This design comes from an exercise in tuning for small area on the open sky130 flow, not from production work.
In this exercise RTL edits were held to simulation tests only and were not proved equivalent to the original.

==> flow/design.v <==
module fa(input a, input b, input c, output s, output co);
   assign s = a ^ b ^ c;
   assign co = (a & b) | (a & c) | (b & c);
endmodule
module rca24(input [23:0] a, input [23:0] b, input ci, output [23:0] s);
   wire [24:0] c;
   assign c[0] = ci;
   genvar i;
   generate
      for (i = 0; i < 24; i = i + 1) begin : bit_
         fa f(a[i], b[i], c[i], s[i], c[i+1]);
      end
   endgenerate
endmodule
module inv1(input a, output y);
   assign y = ~a;
endmodule
module maj(input a, input b, input c, output y);
   assign y = (a & b) | (a & c) | (b & c);
endmodule
module rnd(input [23:0] w, input c, output v);
   wire lo15 = &w[3:0];
   wire lo0 = ~|w[3:0];
   wire s = w[23] ^ (c & (&w[22:0]));           
   wire nz = ~((lo0 & ~c) | (lo15 & c));         
   assign v = (c & lo15) | (~s & nz);
endmodule
module blink(input signed [23:0] ins, output signed [23:0] outs,
             output signed [23:0] peak_out, output valid_out,
             input clk, input rst);
   reg [23:0] h1, a2n, z3n, z4n, qq;
   reg b1, r1d, ud;
   function [23:0] sh;
      input [23:0] x;
      sh = {{4{x[23]}}, x[23:4]};
   endfunction
   wire [23:0] a2 = ~a2n;
   wire [23:0] z3 = ~z3n;
   wire [23:0] z4 = ~z4n;
   wire [23:0] g2;
   rca24 a_g2(a2, sh(a2n), r1d, g2);
   wire v3, v4;
   rnd n_3(z3, ud, v3);
   rnd n_4(z4, ud, v4);
   wire [23:0] g3;
   rca24 a_g3(z3, sh(z3n), ud, g3);
   wire [23:0] g4;
   rca24 a_g4(z4, sh(z4n), ud, g4);
   wire rq = ~qq[23] & (|qq[3:0]);
   wire [23:0] fx = sh(~qq);
   wire [23:0] fy = sh(z4n);
   wire [23:0] fs, fc;
   genvar k;
   generate
      for (k = 0; k < 24; k = k + 1) begin : csa_
         fa f(qq[k], fx[k], fy[k], fs[k], fc[k]);
      end
   endgenerate
   wire [23:0] f;
   rca24 a_f(fs, {fc[22:0], ~rq}, ~v4, f);
   wire [23:0] y1;
   rca24 a_y1(ins, h1, b1, y1);
   wire r1 = ~y1[23] & (|y1[3:0]);
   wire [23:0] m1n;
   rca24 a_m1(~y1, sh(y1), 1'b1, m1n);
   wire [23:0] a;
   rca24 a_a(sh(y1), g2, ~ud, a);
   wire u;
   rnd n_2(a, r1, u);
   wire [23:0] z;
   rca24 a_z(sh(a), g3, ~v3, z);
   wire [23:0] z4x;
   rca24 a_z4(z, g4, ~v4, z4x);
   wire [23:0] w;
   rca24 a_w(z, f, 1'b0, w);
   wire [23:0] all1;
   assign all1[0] = 1'b1;
   genvar j;
   generate
      for (j = 1; j < 24; j = j + 1) begin : inc_
         assign all1[j] = all1[j-1] & w[j-1];
      end
   endgenerate
   wire [23:0] o = w ^ ({24{u}} & all1);
   assign outs = o;
   wire rstn;
   inv1 i_rstn(rst, rstn);
   always @(posedge clk) begin
      if (~rstn) begin
         h1 <= 24'd0; b1 <= 1'b0;
         a2n <= 24'hffffff; r1d <= 1'b0;
         z3n <= 24'hffffff; z4n <= 24'hffffff; ud <= 1'b0;
         qq <= 24'd0;
      end else begin
         h1 <= ~m1n; b1 <= ~r1;
         a2n <= ~a; r1d <= r1;
         z3n <= ~z; z4n <= ~z4x; ud <= u;
         qq <= o;
      end
   end
   reg sd, vd;
   reg [23:0] pkn;
   wire signed [23:0] qs = qq;
   wire below = qs < 24'sd500;
   wire [24:0] gc;
   assign gc[0] = 1'b0;
   genvar m;
   generate
      for (m = 0; m < 24; m = m + 1) begin : cmp_
         if (m == 23)
            maj c(~qq[m], ~pkn[m], gc[m], gc[m+1]);
         else
            maj c(qq[m], pkn[m], gc[m], gc[m+1]);
      end
   endgenerate
   wire load = ~below & (~sd | gc[24]);
   always @(posedge clk) begin
      if (rst) begin
         sd <= 1'b0; vd <= 1'b0;
      end else begin
         sd <= ~below;
         vd <= sd & below;
      end
   end
   always @(posedge clk)
      if (load) pkn <= ~qq;
   assign peak_out = vd ? ~pkn : 24'd0;
   assign valid_out = vd;
endmodule
Settings: LEC_CHECK=0, CAP_MARGIN=20, CORE_MARGIN=2, CORE_UTILIZATION=65, CTS_BUF_LIST=sky130_fd_sc_hd__clkbuf_4 sky130_fd_sc_hd__clkbuf_8, SLEW_MARGIN=20, SYNTH_HIERARCHICAL=1, SYNTH_MINIMUM_KEEP_SIZE=0; clock period 25.0 ns.
run.sh (not shown) runs the stock make flow with config.mk's settings and CLKGATE_MAP_FILE= SYNTH_SCRIPT=/design/flow/synth_recipe.tcl, a recipe that flattens the netlist after the stock synthesis.
The starting point ran to the end with no violations.
Change:
==> flow/flow/run.sh (new file) <==
#!/bin/bash
# The standard layout, with two changes to how it is made:
#  - every port still gets a buffer, but the smallest one (buf_1) instead of
#    the delay buffer buffer_ports picks by itself;
#  - clock tree synthesis adds no dummy loads to balance the tree.
set -euo pipefail
export BUFFER_PORTS_ARGS="-buffer_cell sky130_fd_sc_hd__buf_1"
export CTS_ARGS="-sink_clustering_enable -repair_clock_nets -dont_use_dummy_load -buf_list sky130_fd_sc_hd__clkbuf_8 -sink_clustering_size 40 -sink_clustering_max_diameter 200"
bash standard.sh > standard.log 2>&1
==> flow/standard.sh (new file) <==
#!/bin/bash
# synth_recipe.tcl (not shown) runs the flow's synth.tcl, then flattens the netlist and writes it again
# the make line also repeats each setting of config.mk as NAME=value (left out here)
make -C /OpenROAD-flow-scripts/flow DESIGN_CONFIG=/design/flow/config.mk WORK_HOME=/design/flow/orfs CLKGATE_MAP_FILE= SYNTH_SCRIPT=/design/flow/synth_recipe.tcl "${@:-finish}"
Settings changed: CORE_UTILIZATION 65 to 70, CTS_BUF_LIST sky130_fd_sc_hd__clkbuf_4 sky130_fd_sc_hd__clkbuf_8 to sky130_fd_sc_hd__clkbuf_8, CTS_CLUSTER_DIAMETER from default to 200, CTS_CLUSTER_SIZE from default to 40.
removed: flow/run.sh
After rerunning: Via count drops by about 4%; final area drops by 8.5%.

==> what the ideal ports hide <==
The flow's constraints put no driver on any port. The routed layouts listed below were extracted and timed again, unchanged, in two steps.
Step 1 (the two cells are an assumption about what drives the block):
set clk [get_ports {clk}]
set_driving_cell -lib_cell sky130_fd_sc_hd__clkbuf_16 $clk
set_driving_cell -lib_cell sky130_fd_sc_hd__buf_2 [delete_from_list [all_inputs] $clk]
Step 2 times the ports against the registers' clock, not the clock port: input delays grow and output delays shrink by t, the midpoint of the rising clock arrivals with the driver on.
Slacks: no drivers / after step 1 / after step 2; pairs: no drivers / after step 1.
run	t, ns	setup WS [ns]	latest minus earliest clock arrival (ns)
the first run	0.502	0.348 / 0.323 / 0.323	0.012 / 0.011
the second run	0.487	0.403 / 0.382 / 0.382	0.024 / 0.024
After both steps setup and hold are still met in every run listed. For the first run, which loses most, drivers alone change the setup slack by -0.025 ns; drivers and shift together by -0.025 ns.
